Context: an optimization exercise on an open-source flow, tuned for small area and a short achievable clock period. The choices shown serve that exercise and are no tape-out recipe.
Function was checked by simulation only, so behaviour that the tests miss may differ from the original.

## binary_lif_neuron
module binary_lif_neuron #(
    parameter POTENTIAL_WIDTH = 16,
    parameter FRACTION_BITS = 8
) (
    input wire clk,
    input wire reset,
    input wire I,
    input wire [FRACTION_BITS-1:0] lambda_val_scaled,
    input wire [POTENTIAL_WIDTH-1:0] theta_val_scaled,
    input wire [POTENTIAL_WIDTH-1:0] reset_val_scaled,
    output reg S
);
Size in the first run: roughly 480 cells after synthesis, about 17 flip-flops, about 44 I/O pins.
make LEC_CHECK=0 CAP_MARGIN=20 CORE_MARGIN=2 CORE_UTILIZATION=40 SETUP_SLACK_MARGIN=3.0 SLEW_MARGIN=20 SYNTH_HIERARCHICAL=1 finish   # period 9.0 ns
run.sh (not shown) runs the stock make flow with config.mk's settings and CLKGATE_MAP_FILE= SYNTH_SCRIPT=/design/flow/synth_recipe.tcl, a recipe that flattens the netlist after the stock synthesis.
The first run ran to the end with no violations.
Change:
Settings changed: CORE_UTILIZATION 40 to 30, SETUP_SLACK_MARGIN 3.0 to 2.5.
What happened: The changed run produced a clean layout; global-route usage fell by 5.1 points; area after synthesis is unchanged; clock-buffer cell count stays the same; register-to-register slack is worse by 0.24 ns.
Change:
Settings changed: CORE_UTILIZATION 30 to 40, SETUP_SLACK_MARGIN 2.5 to default.
What happened:
- routed wire length went down by about 7%
- cell area came out lower by 2.6%
- cell count decreases by about 6%
- critical path depth stays the same
- clock skew rises by 0.0033 ns
- worst setup slack gets worse by 0.53 ns
- global-route usage is higher by 4.3 points
- maximum frequency falls by 7.8%

* * *

binary_lif_neuron, a different RTL version from the one above (not shown whole).
Size in the first run: about 460 cells after synthesis, about 44 I/O pins, about 3800 um^2 of cells after synthesis.
Settings: LEC_CHECK=0, CAP_MARGIN=20, CORE_MARGIN=2, CORE_UTILIZATION=40, SETUP_SLACK_MARGIN=3.0, SLEW_MARGIN=20, SYNTH_HIERARCHICAL=1; clock period 9.0 ns.
standard.sh (not shown) runs the stock make flow with config.mk's settings and CLKGATE_MAP_FILE= SYNTH_SCRIPT=/design/flow/synth_recipe.tcl, a recipe that flattens the netlist after the stock synthesis.
==> flow/flow/run.sh <==
#!/bin/bash
# Own layout flow: the standard flow (standard.sh) with three changes:
#  * port buffers are buf_1 (the resizer still upsizes them where timing needs it),
#  * after the standard synthesis, every combinational cell is set to its smallest drive
#    strength, so that the resizer grows only the cells whose timing needs it,
#  * repair_timing aims at the setup slack margin in config.mk as usual.
# Each step's full output goes to a log file in the folder this runs in.
set -euo pipefail
export BUFFER_PORTS_ARGS="-buffer_cell sky130_fd_sc_hd__buf_1"
bash standard.sh synth > run_synth.log 2>&1
R=orfs/results/${FLOW_PLATFORM}/binary_lif_neuron/base
cp $R/1_2_yosys.v run_synth_netlist_orig.v
sed -E -i 's/\b(sky130_fd_sc_hd__(a21oi|a21o|a21boi|a21bo|o21ai|o21a|o21bai|o21ba|mux2|mux2i|nand2|nand2b|nor2|nor2b|and2|and2b|or2|or2b|xor2|xnor2|inv|buf|clkbuf|a222oi|a22oi|a22o|nand3|nor3|and3|or3|a211oi|o211ai|a31oi|o31ai))_[0-9]+\b/\1_1/g' $R/1_2_yosys.v
touch $R/1_2_yosys.v
bash standard.sh > run_layout.log 2>&1
The first run ran to the end with no violations.
Rerun with:
--- a/flow/config.mk
+++ b/flow/config.mk
@@ -10,3 +10,3 @@
 export CORE_UTILIZATION = 40
-export SETUP_SLACK_MARGIN = 3.0
+export SETUP_SLACK_MARGIN = 3.4
 export SLEW_MARGIN = 20
Outcome: Cell count came out higher by 3.3%; flip-flop and latch count stays the same; count of clock-buffer cells in the layout stays the same; worst setup slack gains 0.32 ns.

* * *

Setup of run 1:
binary_lif_neuron, a different RTL version from the one above (not shown whole).
Size in the first run: roughly 460 cells after synthesis, roughly 44 I/O pins.
Settings: LEC_CHECK=0, CAP_MARGIN=20, CORE_MARGIN=2, CORE_UTILIZATION=40, SETUP_SLACK_MARGIN=2.8, SLEW_MARGIN=20, SYNTH_HIERARCHICAL=1; clock period 9.0 ns.
Scripts as last shown in full above: flow/flow/run.sh
Relative to run 1, the following input files were edited for run 2:
Settings: SETUP_SLACK_MARGIN changed from 2.8 to 3.2.
==> run notes <==
Per the final summary, run 2 finished and its layout is clean on timing, DRC and antenna.
Looking at global-route usage, run 2 sits 0.23 points above run 1.
What run 1 reported for peak clock frequency supported by timing has to be multiplied by 1.07 to get the figure for run 2.
Changes observed in run 2 relative to run 1: detail-routed net length per standard cell decreased 0.57%; sum of routed wire length over all layers increased 62 um; cell area increased 110 sq um.
> inputs changed (run 2 -> run 3)
Settings: swapping 3.2 for 3.5 in SETUP_SLACK_MARGIN.
Notes after the runs:
- Run 3 ended up with more standard cells than run 2.
- Looking only at met1 track demand over resource, and setting everything else aside, the higher value of run 3 and run 2 goes to run 3.
- On max-capacitance violation count, run 3 and run 2 are neck and neck.
- Worst setup path startpoint: lambda_val_scaled[2] -> run 2, lambda_val_scaled[0] -> run 3

[static timing again, ports no longer ideal]
Ports are ideal in the flow. The routed layouts listed here were re-timed in OpenROAD.
Step 1 assumes that a clkbuf_16 drives the clock port and a buf_2 every other input.
Step 2 moves the port delays by t, midway between the first and last clock arrival at a register: inputs arrive t later, outputs are due t later. That takes back most of the time a late clock gives input paths.
a / b / c = ideal / step 1 / step 2; a / b = the first two.
| run | t (ns) | setup WS [ns] | worst hold slack (ns) | worst setup path at the end | worst slew at a driven data input, ns |
|---|---|---|---|---|---|
| the first run of note 1 | 0.293 | 3.222 / 3.230 / 2.937 | 1.376 / 1.376 / 1.376 | input to register | 0.03 |
| the second run of note 1 | 0.291 | 2.781 / 2.785 / 2.494 | 1.361 / 1.361 / 1.361 | input to register | 0.04 |
| the third run of note 1 | 0.293 | 2.251 / 2.258 / 1.964 | 1.362 / 1.362 / 1.362 | input to register | 0.03 |
| the first run of note 2 | 0.297 | 3.280 / 3.292 / 2.995 | 1.310 / 1.310 / 1.310 | input to register | 0.04 |
| the second run of note 2 | 0.311 | 3.599 / 3.612 / 3.301 | 1.341 / 1.341 / 1.341 | input to register | 0.03 |
| run 1 | 0.266 | 3.063 / 3.062 / 2.797 | 1.400 / 1.400 / 1.400 | input to register | 0.03 |
| run 2 | 0.266 | 3.430 / 3.431 / 3.165 | 1.347 / 1.347 / 1.347 | input to register | 0.03 |
| run 3 | 0.275 | 3.686 / 3.688 / 3.413 | 1.359 / 1.359 / 1.359 | input to register | 0.03 |
After both steps every run listed still meets setup and hold. For the second run of note 2, which loses most, drivers alone change the setup slack by +0.013 ns; drivers and shift together by -0.298 ns.
